From an optimization exercise on the open Yosys and OpenROAD flow, aimed at small area; shortcuts taken in it are not production practice.
Function was checked by simulation only, so behaviour that the tests miss may differ from the original.

==> flow/design.v (excerpt) <==
module FIR(
    input rst,
    input clk,
    input en,
    input signed [15:0] din,
    output reg signed [15:0] dout
    );
Size in the first run: ~1,400 cells after synthesis, roughly 35 I/O pins, roughly 18,000 um^2 of cells after synthesis.
==> flow/config.mk <==
export PLATFORM = sky130hd
export DESIGN_NAME = FIR
export DESIGN_NICKNAME = FIR
export VERILOG_FILES = /design/flow/design.v
export SDC_FILE = /design/flow/constraint.sdc
export NUM_CORES = 4
export LEC_CHECK = 0
export CAP_MARGIN = 20
export CORE_MARGIN = 2
export CORE_UTILIZATION = 50
export CTS_BUF_LIST = sky130_fd_sc_hd__clkbuf_4 sky130_fd_sc_hd__clkbuf_8
export CTS_CLUSTER_DIAMETER = 60
export CTS_CLUSTER_SIZE = 20
export HOLD_SLACK_MARGIN = 0
export SLEW_MARGIN = 20
==> flow/constraint.sdc <==
create_clock -name core_clock -period 12.0 [get_ports {clk}]
set_input_delay 2.4000 -clock core_clock [delete_from_list [all_inputs] [get_ports {clk}]]
set_output_delay 2.4000 -clock core_clock [all_outputs]
set_load 0.01 [all_outputs]
standard.sh (not shown) runs the stock make flow with config.mk's settings and CLKGATE_MAP_FILE= SYNTH_SCRIPT=/design/flow/synth_recipe.tcl, a recipe that flattens the netlist after the stock synthesis.
==> flow/flow/run.sh <==
#!/bin/bash
# Standard ORFS layout with two changes:
#  - after the standard synthesis, flow/polarity.py re-chooses the polarity of
#    the full adders to drop inverters (same function, same registers);
#  - ports are buffered with buf_1 cells.
set -euo pipefail
R=orfs/results/$FLOW_PLATFORM/FIR/base
bash standard.sh synth > synth.log 2>&1
python3 flow/polarity.py $R/1_2_yosys.v > polarity.log 2>&1
bash standard.sh BUFFER_PORTS_ARGS="-buffer_cell sky130_fd_sc_hd__buf_1" finish > layout.log 2>&1
==> flow/flow/polarity.py <==
#!/usr/bin/env python3
"""Re-choose the polarity of full adders in a mapped netlist to remove inverters.

A full adder is self-dual: FA(~a, ~b, ~c) = ~FA(a, b, c) on both outputs.  The
synthesised netlist has inverters between full adders; this script removes every
inverter, picks for each sky130 fa cell whether it computes on true or on
complemented values, and adds back one inverter per signal that still has a load
needing the other polarity.  The function of the netlist is unchanged.
usage: polarity.py netlist.v  (rewritten in place)
"""
import re, sys, random

path = sys.argv[1]
text = open(path).read()
OUTS = {'X', 'Y', 'Q', 'Q_N', 'SUM', 'COUT', 'HI', 'LO'}
inst_re = re.compile(r'^(\s*)(sky130_fd_sc_hd__\w+)\s+(\S+)\s*\((.*?)\);\n', re.S | re.M)
pin_re = re.compile(r'\.(\w+)\(([^()]*)\)')

insts = []
for m in inst_re.finditer(text):
    pins = [(p, n.strip()) for p, n in pin_re.findall(m.group(4))]
    insts.append(dict(span=m.span(), indent=m.group(1), type=m.group(2), name=m.group(3), pins=pins))

def fmt(n):
    return n + ' ' if n.startswith('\\') else n

def is_inv(t):
    return re.match(r'sky130_fd_sc_hd__(clk)?inv_\d+$', t) is not None
def is_fa(t):
    return re.match(r'sky130_fd_sc_hd__fa_\d+$', t) is not None
def is_const(n):
    return re.match(r"^\d+'[bh][01]$", n) is not None

driver = {}
for i, c in enumerate(insts):
    for p, n in c['pins']:
        if p in OUTS:
            driver[n] = (i, p)

# nets used outside instances (assigns, ports) keep their inverters
other = text
for c in reversed(insts):
    other = other[:c['span'][0]] + other[c['span'][1]:]
assign_nets = set()
for m in re.finditer(r'assign\s+(.*?);', other, re.S):
    for tok in re.findall(r'\\\S+|[A-Za-z_][\w$]*(?:\[\d+\])?', m.group(1)):
        assign_nets.add(tok)
outports = set()
for m in re.finditer(r'^\s*output\s+(?:\[(\d+):(\d+)\]\s*)?(\S+)\s*;', other, re.M):
    if m.group(1):
        for k in range(int(m.group(2)), int(m.group(1)) + 1):
            outports.add(f'{m.group(3)}[{k}]')
    else:
        outports.add(m.group(3))

# removable inverters: output net not an assign/port net
removable = set()
for i, c in enumerate(insts):
    if is_inv(c['type']):
        y = dict(c['pins'])['Y']
        if y not in assign_nets and y not in outports:
            removable.add(i)

def root(n):
    par = 0
    seen = 0
    while n in driver and driver[n][0] in removable:
        a = dict(insts[driver[n][0]]['pins'])['A']
        n = a; par ^= 1; seen += 1
        if seen > 100: raise SystemExit('inverter loop')
    return n, par

fa_ids = [i for i, c in enumerate(insts) if is_fa(c['type'])]
fa_index = {i: k for k, i in enumerate(fa_ids)}
# loads: (inst, pin, source, parity)
loads = {}
for i, c in enumerate(insts):
    if i in removable:
        continue
    for p, n in c['pins']:
        if p in OUTS or n == '':
            continue
        s, par = root(n)
        loads.setdefault(s, []).append((i, p, par))
src_fa = {}
for s in loads:
    if s in driver and driver[s][0] in fa_index:
        src_fa[s] = driver[s][0]

def need(s, L, pol):
    pd = pol.get(src_fa.get(s), 0)
    return L[2] ^ pol.get(L[0], 0) ^ pd

def cost_of(s, pol):
    if is_const(s):
        return 0
    return 1 if any(need(s, L, pol) for L in loads[s]) else 0

touch = {}
for s, Ls in loads.items():
    ids = set(L[0] for L in Ls if L[0] in fa_index)
    if s in src_fa:
        ids.add(src_fa[s])
    for i in ids:
        touch.setdefault(i, []).append(s)

def total(pol):
    return sum(cost_of(s, pol) for s in loads)

best = None
rng = random.Random(1)
for trial in range(20):
    pol = {i: (rng.random() < 0.5 if trial else 0) for i in fa_ids}
    improved = True
    while improved:
        improved = False
        order = fa_ids[:]
        rng.shuffle(order)
        for i in order:
            before = sum(cost_of(s, pol) for s in touch.get(i, []))
            pol[i] ^= 1
            after = sum(cost_of(s, pol) for s in touch.get(i, []))
            if after < before:
                improved = True
            else:
                pol[i] ^= 1
    t = total(pol)
    if best is None or t < best[0]:
        best = (t, dict(pol))
ninv_before = sum(1 for i in removable)
pol = best[1]

# rewrite
newpins = {}
new_insts = []
new_wires = []
invnet = {}
k = 0
for s, Ls in loads.items():
    for L in Ls:
        i, p, par = L
        if need(s, L, pol):
            if is_const(s):
                net = s[:-1] + ('0' if s[-1] == '1' else '1')
            else:
                if s not in invnet:
                    k += 1
                    invnet[s] = f'polinv_n{k}'
                    new_wires.append(invnet[s])
                    new_insts.append(f'  sky130_fd_sc_hd__inv_1 polinv_{k} (\n    .A({fmt(s)}),\n    .Y({invnet[s]})\n  );\n')
                net = invnet[s]
        else:
            net = s
        newpins[(i, p)] = net

out = []
pos = 0
for i, c in enumerate(insts):
    a, b = c['span']
    out.append(text[pos:a])
    pos = b
    if i in removable:
        continue
    pins = []
    for p, n in c['pins']:
        n2 = newpins.get((i, p), n)
        pins.append(f'    .{p}({fmt(n2)})')
    out.append(f"{c['indent']}{c['type']} {c['name']} (\n" + ',\n'.join(pins) + '\n  );\n')
tail = text[pos:]
m = tail.rfind('endmodule')
out.append(tail[:m] + ''.join(new_insts) + tail[m:])
res = ''.join(out)
decl = ''.join(f'  wire {w};\n' for w in new_wires)
res = re.sub(r'(\n\s*(?:wire|input|output)\b)', '\n' + decl.rstrip('\n') + r'\1', res, count=1) if decl else res
open(path, 'w').write(res)
print(f'polarity: inverters {ninv_before} removed, {k} added; fa flipped {sum(pol.values())} of {len(fa_ids)}')
Rerun with:
CORE_UTILIZATION = 55   (was 50)
Final cell count came out lower by 0.92%.
Setup slack gets better by 0.013 ns.
Global-route usage goes up by 1.7 points.
Rerun with:
==> flow/flow/run.sh (replaced) <==
#!/bin/bash
# Standard ORFS layout with three changes:
#  - after the standard synthesis, flow/polarity.py re-chooses the polarity of
#    the full adders to drop inverters (same function, same registers);
#  - ports are buffered with buf_1 cells;
#  - clock tree synthesis adds no dummy loads (the clock-tree settings are
#    otherwise those of config.mk).
set -euo pipefail
R=orfs/results/$FLOW_PLATFORM/FIR/base
bash standard.sh synth > synth.log 2>&1
python3 flow/polarity.py $R/1_2_yosys.v > polarity.log 2>&1
CTS="-sink_clustering_enable -repair_clock_nets -sink_clustering_size 20 -sink_clustering_max_diameter 60 -buf_list {sky130_fd_sc_hd__clkbuf_4 sky130_fd_sc_hd__clkbuf_8} -dont_use_dummy_load"
bash standard.sh BUFFER_PORTS_ARGS="-buffer_cell sky130_fd_sc_hd__buf_1" CTS_ARGS="$CTS" finish > layout.log 2>&1
CORE_UTILIZATION = 45   (was 55)
Die area came out higher by 22%. Maximum frequency came out lower by 1.1%. First-iteration DRC count fell by 23%. Worst hold slack is worse by 0.032 ns. Global-route usage drops by 3.4 points. Utilization went down by 11 points. Non-clock buffer count goes down by 3. Setup slack gets worse by 0.13 ns.
Rerun with:
==> flow/flow/run.sh (replaced) <==
#!/bin/bash
# Standard ORFS layout with two changes:
#  - after the standard synthesis, flow/polarity.py re-chooses the polarity of
#    the full adders to drop inverters (same function, same registers);
#  - ports are buffered with buf_1 cells.
set -euo pipefail
R=orfs/results/$FLOW_PLATFORM/FIR/base
bash standard.sh synth > synth.log 2>&1
python3 flow/polarity.py $R/1_2_yosys.v > polarity.log 2>&1
bash standard.sh BUFFER_PORTS_ARGS="-buffer_cell sky130_fd_sc_hd__buf_1" finish > layout.log 2>&1
--- a/flow/flow/polarity.py
+++ b/flow/flow/polarity.py
@@ -22,5 +22,2 @@
     insts.append(dict(span=m.span(), indent=m.group(1), type=m.group(2), name=m.group(3), pins=pins))
-
-def fmt(n):
-    return n + ' ' if n.startswith('\\') else n
 
@@ -149,3 +146,3 @@
                     new_wires.append(invnet[s])
-                    new_insts.append(f'  sky130_fd_sc_hd__inv_1 polinv_{k} (\n    .A({fmt(s)}),\n    .Y({invnet[s]})\n  );\n')
+                    new_insts.append(f'  sky130_fd_sc_hd__inv_1 polinv_{k} (\n    .A({s}),\n    .Y({invnet[s]})\n  );\n')
                 net = invnet[s]
@@ -166,3 +163,3 @@
         n2 = newpins.get((i, p), n)
-        pins.append(f'    .{p}({fmt(n2)})')
+        pins.append(f'    .{p}({n2})')
     out.append(f"{c['indent']}{c['type']} {c['name']} (\n" + ',\n'.join(pins) + '\n  );\n')
CORE_UTILIZATION = 50   (was 45)
Now the flow did not get past netlist read-in after synthesis (1_synth).
Rerun with:
==> flow/flow/run.sh (replaced) <==
#!/bin/bash
# Standard ORFS layout with three changes:
#  - after the standard synthesis, flow/polarity.py re-chooses the polarity of
#    the full adders to drop inverters (same function, same registers);
#  - ports are buffered with buf_1 cells;
#  - clock tree synthesis adds no dummy loads (the clock-tree settings are
#    otherwise those of config.mk).
set -euo pipefail
R=orfs/results/$FLOW_PLATFORM/FIR/base
bash standard.sh synth > synth.log 2>&1
python3 flow/polarity.py $R/1_2_yosys.v > polarity.log 2>&1
CTS="-sink_clustering_enable -repair_clock_nets -sink_clustering_size 20 -sink_clustering_max_diameter 60 -buf_list {sky130_fd_sc_hd__clkbuf_4 sky130_fd_sc_hd__clkbuf_8} -dont_use_dummy_load"
bash standard.sh BUFFER_PORTS_ARGS="-buffer_cell sky130_fd_sc_hd__buf_1" CTS_ARGS="$CTS" finish > layout.log 2>&1
--- a/flow/flow/polarity.py
+++ b/flow/flow/polarity.py
@@ -22,2 +22,5 @@
     insts.append(dict(span=m.span(), indent=m.group(1), type=m.group(2), name=m.group(3), pins=pins))
+
+def fmt(n):
+    return n + ' ' if n.startswith('\\') else n
 
@@ -146,3 +149,3 @@
                     new_wires.append(invnet[s])
-                    new_insts.append(f'  sky130_fd_sc_hd__inv_1 polinv_{k} (\n    .A({s}),\n    .Y({invnet[s]})\n  );\n')
+                    new_insts.append(f'  sky130_fd_sc_hd__inv_1 polinv_{k} (\n    .A({fmt(s)}),\n    .Y({invnet[s]})\n  );\n')
                 net = invnet[s]
@@ -163,3 +166,3 @@
         n2 = newpins.get((i, p), n)
-        pins.append(f'    .{p}({n2})')
+        pins.append(f'    .{p}({fmt(n2)})')
     out.append(f"{c['indent']}{c['type']} {c['name']} (\n" + ',\n'.join(pins) + '\n  );\n')
Effect: Now the flow completed with no timing, DRC or antenna violations.
Rerun with:
GPL_TIMING_DRIVEN = 0   (was unset)
After rerunning: Hold slack loses 0.018 ns; clock skew went up by 0.015 ns; register-to-register slack loses 0.14 ns; final area came out higher by 0.81%; cell count climbs by 0.77%.

## afterwards: timing with drivers on the ports
The flow's constraints put no driver on any port. The routed layouts listed below were extracted and timed again, unchanged, in two steps.
Step 1: set_driving_cell puts a clkbuf_16 on clk and a buf_2 on each other input, an assumption about the parent block.
Step 2 adds t to the input delays and takes it off the output delays; t is the mean of the earliest and latest rising clock arrival at the registers after step 1. Input paths then give back, and output paths get back, about the clock's delay inside the block.
Slacks: ideal ports / drivers / drivers and shift; pairs: ideal ports / drivers.
run | t, ns | setup slack, ns | hold WS [ns] | worst setup path after step 2 | latest minus earliest clock arrival (ns)
the first run | 0.676 | 0.688 / 0.688 / 0.688 | 0.298 / 0.298 / 0.298 | register to register | 0.059 / 0.058
the second run | 0.630 | 0.701 / 0.701 / 0.701 | 0.301 / 0.301 / 0.301 | register to register | 0.045 / 0.046
the third run | 0.609 | 0.571 / 0.571 / 0.571 | 0.269 / 0.269 / 0.269 | register to register | 0.093 / 0.094
the fifth run | 0.617 | 0.675 / 0.675 / 0.675 | 0.279 / 0.279 / 0.279 | register to register | 0.093 / 0.092
the sixth run | 0.614 | 0.532 / 0.532 / 0.532 | 0.261 / 0.261 / 0.261 | register to register | 0.108 / 0.107
After both steps setup and hold are still met in every run listed.
